This is an optimization exercise on Yosys and OpenROAD, whose aim is small area, not a production implementation. The RTL was checked by simulation tests, not by an equivalence proof against the original design. Power and IR drop assume default switching activity.

===== flow/run.sh =====
#!/bin/bash
# synth_recipe.tcl (not shown) runs the flow's synth.tcl, then flattens the netlist and writes it again
# the make line also repeats each setting of config.mk as NAME=value (left out here)
make -C /OpenROAD-flow-scripts/flow DESIGN_CONFIG=/design/flow/config.mk WORK_HOME=/design/flow/orfs CLKGATE_MAP_FILE= SYNTH_SCRIPT=/design/flow/synth_recipe.tcl finish

===== flow/config.mk =====
export PLATFORM = sky130hd
export DESIGN_NAME = topmodule
export DESIGN_NICKNAME = topmodule
export VERILOG_FILES = /design/flow/design.v
export SDC_FILE = /design/flow/constraint.sdc
export NUM_CORES = 4
export LEC_CHECK = 0
export CAP_MARGIN = 20
export CORE_MARGIN = 2
export CORE_UTILIZATION = 40
export SLEW_MARGIN = 20

===== flow/constraint.sdc =====
create_clock -name core_clock -period 10.0 [get_ports {CLK100MHZ}]
set_input_delay 2.0000 -clock core_clock [delete_from_list [all_inputs] [get_ports {CLK100MHZ}]]
set_output_delay 2.0000 -clock core_clock [all_outputs]
set_load 0.01 [all_outputs]

===== flow/design.v =====
`timescale 1ns / 1ps
module segment7(
    input [3:0] bcd,
    output [6:0] seg
    );
    logic [6:0] cathodes;
    assign seg[6:0] = cathodes[6:0]; 
    always_comb begin
        case (bcd[3:0])
            4'd0:
                cathodes = 7'b0000001;
            4'd1:        
                cathodes = 7'b1001111;
            4'd2:       
                cathodes = 7'b0010010;
            4'd3:        
                cathodes = 7'b0000110;
            4'd4:        
                cathodes = 7'b1001100;
            4'd5:        
                cathodes = 7'b0100100;
            4'd6:        
                cathodes = 7'b0100000;
            4'd7:        
                cathodes = 7'b0001111;
            4'd8:        
                cathodes = 7'b0000000;
            4'd9:        
                cathodes = 7'b0000100;
            default :
                cathodes = 7'b1111110;  
        endcase
    end
endmodule
`timescale 1ns / 1ps
module clock_divider #(parameter d = 2)(
    input clk_in,
    input reset,
    output clk_out,
    output clk_rise      
    );
    logic next_clk, clk;
    logic [27:0] next_counter, counter;
    assign clk_out = clk;
    assign clk_rise = ( counter == (d/2 - 1) ) && ( clk == 1'b0 );
    always_ff @ (posedge clk_in) begin
        if (reset == 1'b1) begin
            clk <= 1'b0;
            counter[27:0] <= 28'b0;
        end
        else begin
            clk <= next_clk;
            counter[27:0] <= next_counter[27:0];
        end
    end
    always_comb begin
        if ( counter == (d/2 - 1) ) begin
            next_clk = ~clk;
            next_counter[27:0] = 28'b0; 
        end
        else begin
            next_clk = clk;
            next_counter[27:0] = counter[27:0] + 1;
        end
    end
endmodule
`timescale 1ns / 1ps
`timescale 1ns / 1ps
module posedge_detector ( 
    input clk,
    input reset,
    input in_signal,
    output signal_edges
    );
    logic DFF1, DFF2;
    logic in_edge;
    assign in_edge = (DFF1 & ~DFF2) ;  
    assign signal_edges = in_edge; 
    always_ff @(posedge clk) begin
        if ( reset == 1'b1) begin
            DFF1 <= 1'b0;
            DFF2 <= 1'b0;
        end
        else begin
            DFF1 <= in_signal;
            DFF2 <= DFF1;
        end
    end
endmodule
`timescale 1ns / 1ps
module debouncer #(parameter N = 11)(
    input clk,
    input reset,
    input in_btn,
    output out_btn
    );
	reg [N-1 : 0] count, next_count;	                        
	reg DFF1, DFF2, DFF3;            						    
	reg out, next_out;                                          
	wire count_flag;										    
	wire in_edge;                                               
	assign in_edge = (DFF1  ^ DFF2);		 
	assign count_flag = count[N-1];			 
	assign out_btn = out;
	always_ff @ ( posedge clk ) begin
    	if(reset ==  1'b1) begin
        	DFF1 <= 1'b0;
        	DFF2 <= 1'b0;
        	DFF3 <= 1'b0;
        end
    	else begin
    		DFF1 <= in_btn;
    		DFF2 <= DFF1;
    		DFF3 <= DFF2;
    	end
    end
    always_comb begin                           
        case ( { in_edge , count_flag } )               
            2'b00:                                       
                next_count = count + 1;
            2'b01:                                       
                next_count = count;
            default:                                     
                next_count = { {(N - 1){1'b0}}, 1'b1 };
        endcase
    end
    always_ff @ ( posedge clk ) begin            
        if (reset == 1'b1)
		    count <= { N {1'b0} };
        else
            count <= next_count;
    end
    always_comb begin
        if ( count_flag == 1'b1 )                        
            next_out = DFF3;
        else                                             
            next_out = out;
    end
    always_ff @ ( posedge clk ) begin
        if ( reset == 1'b1 )
            out <= 1'b0;
        else
            out <= next_out;
    end
endmodule
`timescale 1ns / 1ps
module mode12_24(
    input reset,                     
    input mod12_24,                  
    input [19:0] in_disp_time,       
    output led0,                     
    output [19:0] out_disp_time      
);
    logic [5:0] hour12_24;
    logic pm;
    assign out_disp_time[19:0] = {hour12_24[5:0] , in_disp_time[13:0]};
    assign led0 = pm;
    always_comb begin
        if (mod12_24 == 1'b1) begin
            case (in_disp_time[19:14])
                {2'd2, 4'd3}: begin
                    hour12_24[5:0] = {2'd1, 4'd1};
                    pm = 1'd1;
                end
                {2'd2, 4'd2}: begin
                    hour12_24[5:0] = {2'd1, 4'd0};
                    pm = 1'd1;
                end
                {2'd2, 4'd1}: begin
                    hour12_24[5:0] = {2'd0, 4'd9};
                    pm = 1'd1;
                end
                {2'd2, 4'd0}: begin
                    hour12_24[5:0] = {2'd0, 4'd8};
                    pm = 1'd1;
                end
                {2'd1, 4'd9}: begin
                    hour12_24[5:0] = {2'd0, 4'd7};
                    pm = 1'd1;
                end
                {2'd1, 4'd8}: begin
                    hour12_24[5:0] = {2'd0, 4'd6};
                    pm = 1'd1;
                end
                {2'd1, 4'd7}: begin
                    hour12_24[5:0] = {2'd0, 4'd5};
                    pm = 1'd1;
                end
                {2'd1, 4'd6}: begin
                    hour12_24[5:0] = {2'd0, 4'd4};
                    pm = 1'd1;
                end
                {2'd1, 4'd5}: begin
                    hour12_24[5:0] = {2'd0, 4'd3};
                    pm = 1'd1;
                end
                {2'd1, 4'd4}: begin
                    hour12_24[5:0] = {2'd0, 4'd2};
                    pm = 1'd1;
                end
                {2'd1, 4'd3}: begin
                    hour12_24[5:0] = {2'd0, 4'd1};
                    pm = 1'd1;
                end
                default: begin
                    hour12_24[5:0] = in_disp_time[19:14];
                    pm = 1'b0;
                 end
            endcase
        end
        else begin
            hour12_24[5:0] = in_disp_time[19:14];
            pm = 1'b0;
        end
    end 
endmodule
`timescale 1ns / 1ps
module display_ctrl(
    input clk,                     
    input reset,                   
    input [19:0] disp_time,        
    output [15:0] seg7s            
);
    logic [1:0][3:0] hours, minutes, seconds;
    logic [5:0] anode, next_anode;
    logic [6:0] cathodes;            
    logic DP;
    logic [3:0] digit;
    logic sec_clk, sec_rise;
    assign seg7s[15:0] = { cathodes[6:0], DP , anode[5:0], 2'b11 };
    assign hours[1] = {2'b00, disp_time[19:18]};
    assign hours[0] = {disp_time[17:14]};
    assign minutes[1] = {1'b0, disp_time[13:11]};
    assign minutes[0] = disp_time[10:7];
    assign seconds[1] = {1'b0, disp_time[6:4]};
    assign seconds[0] = disp_time[3:0];
    always_ff @( posedge clk ) begin
        if ( reset == 1'b1 )   
            anode[5:0] <= 6'b111110;
        else if ( sec_rise == 1'b1 )
            anode[5:0] <= next_anode[5:0];
    end
    always_comb begin
        next_anode[5:0] = {anode[4:0], anode[5]};
        case ( anode[5:0] )            
            6'b111110: begin
                digit = seconds[0];
                DP = 1'b1;
            end
            6'b111101: begin
                digit = seconds[1];
                DP = 1'b1;
            end 
            6'b111011: begin
                digit = minutes[0];
                DP = 1'b0;
            end
            6'b110111: begin
                digit = minutes[1];
                DP = 1'b1;
            end
            6'b101111: begin
                digit = hours[0];
                DP = 1'b1;
            end
            6'b011111: begin
                digit = hours[1];
                DP = 1'b1;
            end
            default: begin
                digit = 4'b1111;
                DP = 1'b0;
            end
        endcase
    end    
    segment7 bcd_to_7seg(
        .bcd(digit[3:0]),
        .seg(cathodes[6:0])
    );
    clock_divider #(.d (10)) seg7freq ( 
        .clk_in(clk),
        .reset(reset),
        .clk_out(sec_clk),
        .clk_rise(sec_rise)
    );
endmodule
`timescale 1ns / 1ps
module led_alarm(
    input clk,                
    input reset,              
    input alarm,              
    output led0_mux,          
    output [7:0] leds         
    );
    logic state, next_state;
    logic[5:0] counter;
    logic[7:0] out, shift;
    logic div_clk, div_rise;
    assign leds[7:0] = out;
    assign led0_mux = state;
    always_ff @ (posedge clk) begin
        if (reset == 1'b1)
            state <= 1'b0;
        else
            state <= next_state;    
    end
    always_ff @ (posedge clk) begin
        if (reset == 1'b1 || (div_rise == 1'b1 && state == 1'b0)) begin
            shift[7:0] <= 8'b00000001;
            counter[5:0] <= 6'b0;
        end
        else if (div_rise == 1'b1) begin
            shift[7:0] <= {shift[6:0], shift[7]};
            counter[5:0] <= counter[5:0] + 6'd1;
        end
    end
    always_comb begin
        if (alarm == 1'b1)
            next_state = 1'b1;
        else begin
            if (counter == 6'd63)
                next_state = 1'b0;
            else
                next_state = state;
        end   
        if (state == 1'b1)
            out[7:0] = shift[7:0];
        else
            out[7:0] = 8'b0;
    end
    clock_divider #(.d (100)) instance_name(
        .clk_in(clk),
        .reset(reset),
        .clk_out(div_clk),
        .clk_rise(div_rise)
    );
endmodule
`timescale 1ns / 1ps
module display(
    input clk,               
    input reset,             
    input mod12_24,          
    input alarm,             
    input [19:0] disp_time,  
    output [15:0] seg7s,     
    output [7:0] leds        
);
    logic led0_mux;
    logic [19:0] out_disp_time;
    logic out_led0, led_AM_PM;
    logic [7:0] alarm_leds;
    assign leds[7:0] = { alarm_leds[7:1], out_led0 };
    always_comb begin
        if ( led0_mux == 1'b1 )
            out_led0 = alarm_leds[0];
        else
            out_led0 = led_AM_PM;  
    end
    mode12_24 mode12_24_instance (
        .reset(reset),                   
        .mod12_24(mod12_24),             
        .in_disp_time(disp_time[19:0]),        
        .led0(led_AM_PM),                
        .out_disp_time(out_disp_time[19:0])    
    );
     display_ctrl disp_ctrl_instance (
        .clk(clk),                       
        .reset(reset),                   
        .disp_time(out_disp_time[19:0]),       
        .seg7s(seg7s)                    
    );   
    led_alarm leds_instance (
        .clk(clk),                       
        .reset(reset),                   
        .alarm(alarm),                   
        .led0_mux(led0_mux),             
        .leds(alarm_leds)                
    );    
endmodule
`timescale 1ns / 1ps
module watch(
    input clk,                       
    input reset,                     
    input [1:0] edit_btns,           
    output [19:0] current_time       
    );
    logic [19:0] clock_time, next_time;
    logic [19:0] edit_time;
    logic secs_clk;
    logic secs;
    assign current_time = clock_time;
    always_ff @ (posedge clk) begin
        if ( reset == 1'b1)
            clock_time[19:0] <= 20'd0;
        else
            clock_time[19:0] <= next_time[19:0];   
    end
    always_comb begin
        if (secs == 1'b1) begin
            if ( edit_time[3:0] == 4'd9 ) begin                      
                if ( edit_time[6:4] == 3'd5 ) begin                  
                    if ( edit_time[10:7] == 4'd9 ) begin             
                        if ( edit_time[13:11] == 3'd5 ) begin        
                            if ( edit_time[19:14] == {2'd2, 4'd3} )  
                                next_time[19:0] = 20'd0;
                            else begin                             
                                if (edit_time[17:14] == 4'd9 )       
                                    next_time[19:0] = {edit_time[19:18] + 2'd1, 18'd0};
                                else
                                    next_time[19:0] = {edit_time[19:18], edit_time[17:14] + 4'd1, 14'd0};
                            end
                        end
                        else
                            next_time[19:0] = {edit_time[19:14], edit_time[13:11] + 3'd1, 11'd0};
                    end
                    else
                        next_time[19:0] = {edit_time[19:11], edit_time[10:7] + 4'd1, 7'd0};
                end
                else
                    next_time[19:0] = {edit_time[19:7], edit_time[6:4] + 3'd1, 4'd0};
            end
            else
                next_time[19:0] = {edit_time[19:4], edit_time[3:0] + 4'd1};
        end
        else
            next_time[19:0] = edit_time[19:0];
    end
    always_comb begin    
        if ( edit_btns[1] == 1'b1 ) begin
            if ( clock_time[19:14] == {2'd2, 4'd3} )                      
                edit_time[19:14] = 6'd0;
            else begin
                if ( clock_time[17:14] == 4'd9 )                          
                    edit_time[19:14] = {clock_time[19:18] + 2'd1, 4'd0};
                else
                    edit_time[19:14] = {clock_time[19:18], clock_time[17:14] + 4'd1};
            end
        end
        else
            edit_time[19:14] = clock_time[19:14];
        if ( edit_btns[0] == 1'b1 ) begin
            if ( clock_time[13:7] == {3'd5, 4'd9} )                   
                edit_time[13:7] = 7'b0;
            else begin
                if ( clock_time[10:7] == 4'd9 )                       
                    edit_time[13:7] = {clock_time[13:11] + 3'd1, 4'd0};
                else
                    edit_time[13:7] = {clock_time[13:11], clock_time[10:7] + 4'd1};
            end
        end
        else
            edit_time[13:7] = clock_time[13:7];
        edit_time[6:0] = clock_time[6:0];
    end
    clock_divider #(.d (1000)) seconds_clk(
        .clk_in(clk),
        .reset(reset),
        .clk_out(secs_clk),
        .clk_rise()
    );
    posedge_detector instance_name (
        .clk(clk),              
        .reset(reset),            
        .in_signal(secs_clk),        
        .signal_edges(secs)      
    );
endmodule
`timescale 1ns / 1ps
module alarm(
    input clk,                       
    input reset,                     
    input [1:0] edit_btns,           
    output [19:0] alarm_time         
);
    logic [12:0] a_time, next_time;                  
    assign alarm_time = { a_time , 7'b0 };           
    always_ff @( posedge clk ) begin
        if ( reset == 1'b1 ) begin
            a_time <= 13'd1 ;
        end
        else begin
            a_time <= next_time;
        end
    end
    always_comb begin
        if (edit_btns[1] == 1'b1) begin
            if ( a_time[12:7] == {2'd2, 4'd3} )                      
                next_time[12:7] = 6'd0;
            else begin
                if ( a_time[10:7] == 4'd9 )                          
                    next_time[12:7] = {a_time[12:11] + 2'd1, 4'd0};
                else
                    next_time[12:7] = {a_time[12:11], a_time[10:7] + 4'd1};
            end
        end
        else 
            next_time[12:7] = a_time[12:7];
        if (edit_btns[0] == 1'b1) begin
            if ( a_time[6:0] == {3'd5, 4'd9} )                   
                next_time[6:0] = 7'b0;
            else begin
                if ( a_time[3:0] == 4'd9 )                       
                    next_time[6:0] = {a_time[6:4] + 3'd1, 4'd0};
                else
                    next_time[6:0] = {a_time[6:4], a_time[3:0] + 4'd1};
            end
        end
        else
            next_time[6:0] = a_time[6:0];
    end
endmodule
`timescale 1ns / 1ps
module clock_mode(
    input clk,
    input reset,
    input mode,
    input [1:0] in_edit_btns,
    input [19:0] current_time,
    input [19:0] alarm_time,
    output [1:0] clock_edit_btns,
    output [1:0] alarm_edit_btns,
    output [19:0] display_time,     
    output alarm                           
    );
    logic [1:0] edit_btns_edges;
    logic [1:0] clock_btns, alarm_btns;
    logic [19:0] display;
    logic alarm_trigger, next_trigger;
    assign clock_edit_btns = clock_btns;
    assign alarm_edit_btns = alarm_btns;
    assign display_time = display; 
    assign alarm = alarm_trigger;
    always_ff @( posedge clk )begin
        if ( reset == 1'b1 )
            alarm_trigger <= 1'b0;
        else
            alarm_trigger <= next_trigger;
    end
    always_comb begin
        if ( mode == 1'b0 ) begin            
            clock_btns[1:0] = edit_btns_edges;
            alarm_btns[1:0] = 2'b0;
            display[19:0] = current_time[19:0];
        end
        else begin                               
            clock_btns[1:0] = 2'b0;
            alarm_btns[1:0] = edit_btns_edges[1:0];
            display[19:0] = alarm_time[19:0];
        end
        if ( alarm_time[19:0] == current_time[19:0] && mode == 1'b0 )        
            next_trigger = 1'b1;
        else
            next_trigger = 1'b0;       
    end
    posedge_detector posedge_detector_left ( 
        .clk(clk),              
        .reset(reset),            
        .in_signal(in_edit_btns[1]),        
        .signal_edges(edit_btns_edges[1])      
    );
    posedge_detector posedge_detector_right ( 
        .clk(clk),              
        .reset(reset),            
        .in_signal(in_edit_btns[0]),        
        .signal_edges(edit_btns_edges[0])      
    );
endmodule
`timescale 1ns / 1ps
module reloj(
    input clk,               
    input reset,             
    input mode,              
    input [1:0] edit_btns,   
    output alarm,            
    output [19:0] disp_time  
);
    logic [1:0] clock_btns_edges, alarm_btns_edges;
    logic [19:0] current_time, alarm_time;
    watch watch_instance (
        .clk(clk),              
        .reset(reset),            
        .edit_btns(clock_btns_edges),          
        .current_time(current_time)        
    );
    clock_mode mode_instance (
        .clk(clk),              
        .reset(reset),            
        .mode(mode),             
        .in_edit_btns(edit_btns),     
        .current_time(current_time),     
        .alarm_time(alarm_time),       
        .clock_edit_btns(clock_btns_edges),  
        .alarm_edit_btns(alarm_btns_edges),  
        .display_time(disp_time),
        .alarm(alarm)               
    );
    alarm alarm_instance (
        .clk(clk),              
        .reset(reset),            
        .edit_btns(alarm_btns_edges),        
        .alarm_time(alarm_time)       
    );
endmodule
`timescale 1ns / 1ps
module topmodule(
    input CLK100MHZ,
    input CPU_RESETN,
    input [1:0]SW,
    input BTNL, BTNR,
    output CA, CB, CC, CD, CE, CF, CG, DP,
    output [7:0]AN,
    output [7:0]LED
);
    logic debouced_left, debounced_right;
    logic [19:0] disp_time;
    logic alarm_trigger;
    logic [15:0] seg7output;
    assign { CA, CB, CC, CD, CE, CF, CG, DP } =  seg7output[15:8];
    assign AN[7:0] = seg7output[7:0];
    debouncer #(.N(6)) debounce_right ( 
        .clk(CLK100MHZ),                  
        .reset(~CPU_RESETN),             
        .in_btn(BTNR),                   
        .out_btn(debounced_right)        
    );
    debouncer #(.N(6)) debounce_left (  
        .clk(CLK100MHZ),                  
        .reset(~CPU_RESETN),             
        .in_btn(BTNL),                   
        .out_btn(debouced_left)          
    );
    reloj reloj_instance (
        .clk(CLK100MHZ),                  
        .reset(~CPU_RESETN),             
        .mode(SW[1]),                    
        .edit_btns({debouced_left, debounced_right}),        
        .alarm(alarm_trigger),           
        .disp_time(disp_time)            
    );
    display display_instance (
        .clk(CLK100MHZ),                  
        .reset(~CPU_RESETN),             
        .mod12_24(SW[0]),                
        .alarm(alarm_trigger),           
        .disp_time(disp_time),           
        .seg7s(seg7output[15:0]),        
        .leds(LED[7:0])                  
    );
endmodule

==> key figures <==
Floorplanning
  – Die footprint: 0.0232 mm^2
  – Starting Density: 40.5%
  – Die height: 152 um
  – Row count: 54
  – IO Pins: 30
  – Core area: 0.0218 mm^2
  – Chip width: 152 um

Worst hold path
  – Worst Hold Path EP: display_instance.leds_instance.state
  – Hold Crit Start: reloj_instance.mode_instance.alarm_trigger
  – Hold WC Path Type: reg2reg
  – Hold path depth: 1

STA
  – Worst Tran Pin Value: 1040 ps
  – Unrepaired setup endpoints after global routing: false
  – Min Hold Slack: 443 ps
  – Final period util: 83.4%
  – Post-Route Skew: 11.6 ps
  – Fin. max-slew vios: 0
  – Fin crit period: 8340 ps
  – Setup TNS: 0 ps
  – # setup viols final: 0
  – Final hold vios: 0
  – F_max: 0.120 GHz
  – Slew headroom: 30.7%

Layout
  – Share of cells above drive strength 1: 5.00%
  – Commonest non-fill, non-tap cell in the layout: dfxtp_1
  – Layout Area Growth over Synthesis: 12.0%
  – Ant diodes: 0
  – FILL cells: 2180
  – Final Net Count: 1083
  – Most frequent cells in the layout: 168 x dfxtp_1, 127 x nor2_1, 86 x nand2_1

Clock tree
  – Hold buffers post-CTS: 0
  – Post-CTS Resized: 0
  – CTS sink cnt: 168
  – Post-CTS Setup Inserts: 0
  – Clock-pin transition on the worst setup and hold timing paths: 60 ps
  – H-Tree Depth: 4
  – CTS root buffer: clkbuf_16
  – CTS Buf Count: 17
  – Maximum clock path buffer count: 2
  – Clock latency on the worst-skew pair: 430 ps
  – TritonCTS clock tree: done

Worst setup path
  – Arrival time worst endpoint: 6340 ps
  – Worst endpoint required time: 8000 ps
  – Reg2reg path depth: 7
  – Worst Setup Start Kind: input port
  – Crit Path Class: in2out
  – Slack of the worst reg-to-reg path: 7010 ps
  – R2R Path End: reloj_instance.watch_instance.clock_time[17]
  – Crit Path Max Fanout: 14
  – Crit. End Element: output port

Placed design
  – Final RePlAce weighted congestion: 0.792
  – Dpl hpwl: 12.1 mm
  – Port buffer count: 27

Pwr
  – Peak supply drop: 0.000104 V
  – Power density cells: 146 mW/mm^2
  – Leakage: 3.55 nW

Drt
  – Total wire length: 17.4 mm
  – Vias per cell: 5.20
  – First drt pass iteration count: 4
  – Initial DRC count: 265
  – Via count: 6968
  – Antenna Nets Post-Route: 0
  – DR DRC count: 0
  – Drt wl/cell: 13.0 um

Yosys
  – Mux cell area share after synthesis: 3.24%
  – Post-synth ARST share: 0%
  – Largest family of logic cells by synthesized area: simple AND/OR/NAND/NOR gates
  – YS warnings: 13
  – Post-synthesis sequential area ratio: 38.1%
  – Synth Flop Type: dfxtp_1
  – Post-synthesis cell count: 1047
  – Mapped Area: 0.00882 mm^2
  – Post-Synth Adder-Cell Area: 4.12%
  – Simple-gate share of the synthesized area: 29.3%
  – Synth Area in Compound Gates: 11.1%
  – Post-Synth XOR/XNOR Area: 10.4%
  – Post-synth cell types: 69
  – Number of synthesized register bits: 168
  – EDFF count, synth: 0
  – Syn Area/Cell: 8.42 um^2

Global routing
  – Pin count of the biggest net entering global routing: 78
  – Initial antenna violation count: 0
  – First-pass GRT wire length: 30.6 mm
  – Tot GR Track Use: 15.4%
  – Vias in the first global route: 6409
  – Total grt overflow: 0

Job
  – # Max-Cap Violations: 0

Run status
  – Outcome: no timing/DRC/antenna violations
where the power goes:
group | leakage [nW] | total, mW | internal, mW | switching [mW]
combinational | 1.91 | 0.0859 | 0.0406 | 0.0453
sequential | 1.36 | 0.685 | 0.677 | 0.00865
clock | 0.286 | 0.668 | 0.380 | 0.288
worst max path at each step:
stage / startpoint / to / slack (ps)
floorplan: SW[1] / CB / 3360
global placement: SW[1] / CB / 1770
detailed placement: SW[1] / CG / 1670
CTS: SW[1] / CG / 1650
global route: SW[1] / CF / 1400
finish: SW[1] / CG / 1660
routing by layer:
metal  track usage [%]  share of wire (%)
met5                 0                  0
met4              4.72                1.4
met3              3.13                2.9
met2              23.5                 43
met1              22.1                 52
synth_stat cells, types with 3 or more instances:
cell	number	area share (%)
dfxtp_1	168	38
nor2_1	127	5.4
nand2_1	86	3.7
xor2_1	62	6.2
xnor2_1	43	4.3
nand3_1	42	2.4
and2_1	39	2.8
clkbuf_1	38	1.6
a21oi_1	34	1.9
nor3_1	32	1.8
nand4_1	31	2.2
ha_1	29	4.1
inv_1	29	1.2
mux2i_1	24	2.7
nor2b_1	24	1.7
o21ai_0	24	1.4
nand2b_1	18	1.3
and3_1	16	1.1
nor4_1	16	1.1
a21boi_0	14	1.2
o21a_1	14	1.2
and4_1	12	1.2
a22oi_1	8	0.68
nor3b_1	8	0.68
o211ai_1	8	0.68
or3_1	8	0.57
nand3b_1	6	0.51
nor4b_1	6	0.60
a21boi_1	5	0.43
buf_1	5	0.21
and4b_1	4	0.45
buf_4	4	0.34
mux2_2	4	0.51
nand4b_1	4	0.40
o22ai_1	4	0.28
a211oi_1	3	0.26
a221oi_1	3	0.30
a31oi_1	3	0.21
a41oi_1	3	0.30
or4_1	3	0.26
sequential cells by signal (all words and copies together) (netlist names), 6 cells and up:
name	flops
debounce_left.count	6
debounce_right.count	6
display_instance.disp_ctrl_instance.anode	6
display_instance.disp_ctrl_instance.seg7freq.counter	28
display_instance.leds_instance.counter	6
display_instance.leds_instance.instance_name.counter	28
display_instance.leds_instance.shift	8
reloj_instance.alarm_instance.a_time	13
reloj_instance.watch_instance.clock_time	20
reloj_instance.watch_instance.seconds_clk.counter	28
per-stage QoR:
step	power (mW)	setup WS, ps	util, %	instances	instance area, um^2
final	1.44	1660	45.4	1341	9870
after global routing	1.50	1400	45.4	1341	9870
after CTS	1.46	1650	45.3	1341	9860
after detailed placement	0.787	1670	42.6	1309	9260
after global placement	0.786	1770	42.6	1309	9260
after floorplan	0.758	3360	-	1048	8820
cells by family (layout without fill, tap and decap cells):
logic type	after synthesis	in the layout
AO/OA/AOI/OAI	144	144
XOR/XNOR	105	105
adder cells (fa/ha/maj)	29	29
buffers and inverters	79	92
flip-flops	168	168
multiplexers	28	28
other	1	2
AND/OR/NAND/NOR	493	493
area by class of cell:
class | count | area, um^2 | area share, %
Multi-Input combinational cell | 801 | 5160 | 52.2
Sequential cell | 168 | 3360 | 34.1
Clock buffer | 18 | 439 | 4.45
Tap cell | 280 | 350 | 3.55
Timing Repair Buffer | 31 | 295 | 2.99
Clock inverter | 14 | 160 | 1.62
Inverter | 29 | 109 | 1.10
critical path, cell delays in order:
cell and delay (ps):
clkdlybuf4s50_1 760, buf_4 290, mux2_2 400, or4_1 530
a21oi_1 220, nor4b_1 100, nor4_1 830, inv_1 160
ha_1 270, and2_1 140, o21a_1 170, clkdlybuf4s50_1 470

-- port drivers added, routing unchanged --
The results above use ideal ports. As a check the final layout listed here was re-extracted and re-timed, cells and wires unchanged.
Step 1 (the two cells are an assumption about what drives the block):
set clk [get_ports {CLK100MHZ}]
set_driving_cell -lib_cell sky130_fd_sc_hd__clkbuf_16 $clk
set_driving_cell -lib_cell sky130_fd_sc_hd__buf_2 [delete_from_list [all_inputs] $clk]
Step 2, shift: input delay + t, output delay - t, t = (earliest + latest rising clock arrival at the registers) / 2. This alone moves slack from input paths to output paths.
Three values: no drivers, after step 1, after step 2; two values: the first two.
t (ns): 0.468
slack for setup (ns): 1.659 / 1.634 / 1.634
latest minus earliest clock arrival (ns): 0.014 / 0.014
After both steps setup and hold are still met in this run. For this run, drivers alone change the setup slack by -0.025 ns; drivers and shift together by -0.025 ns.
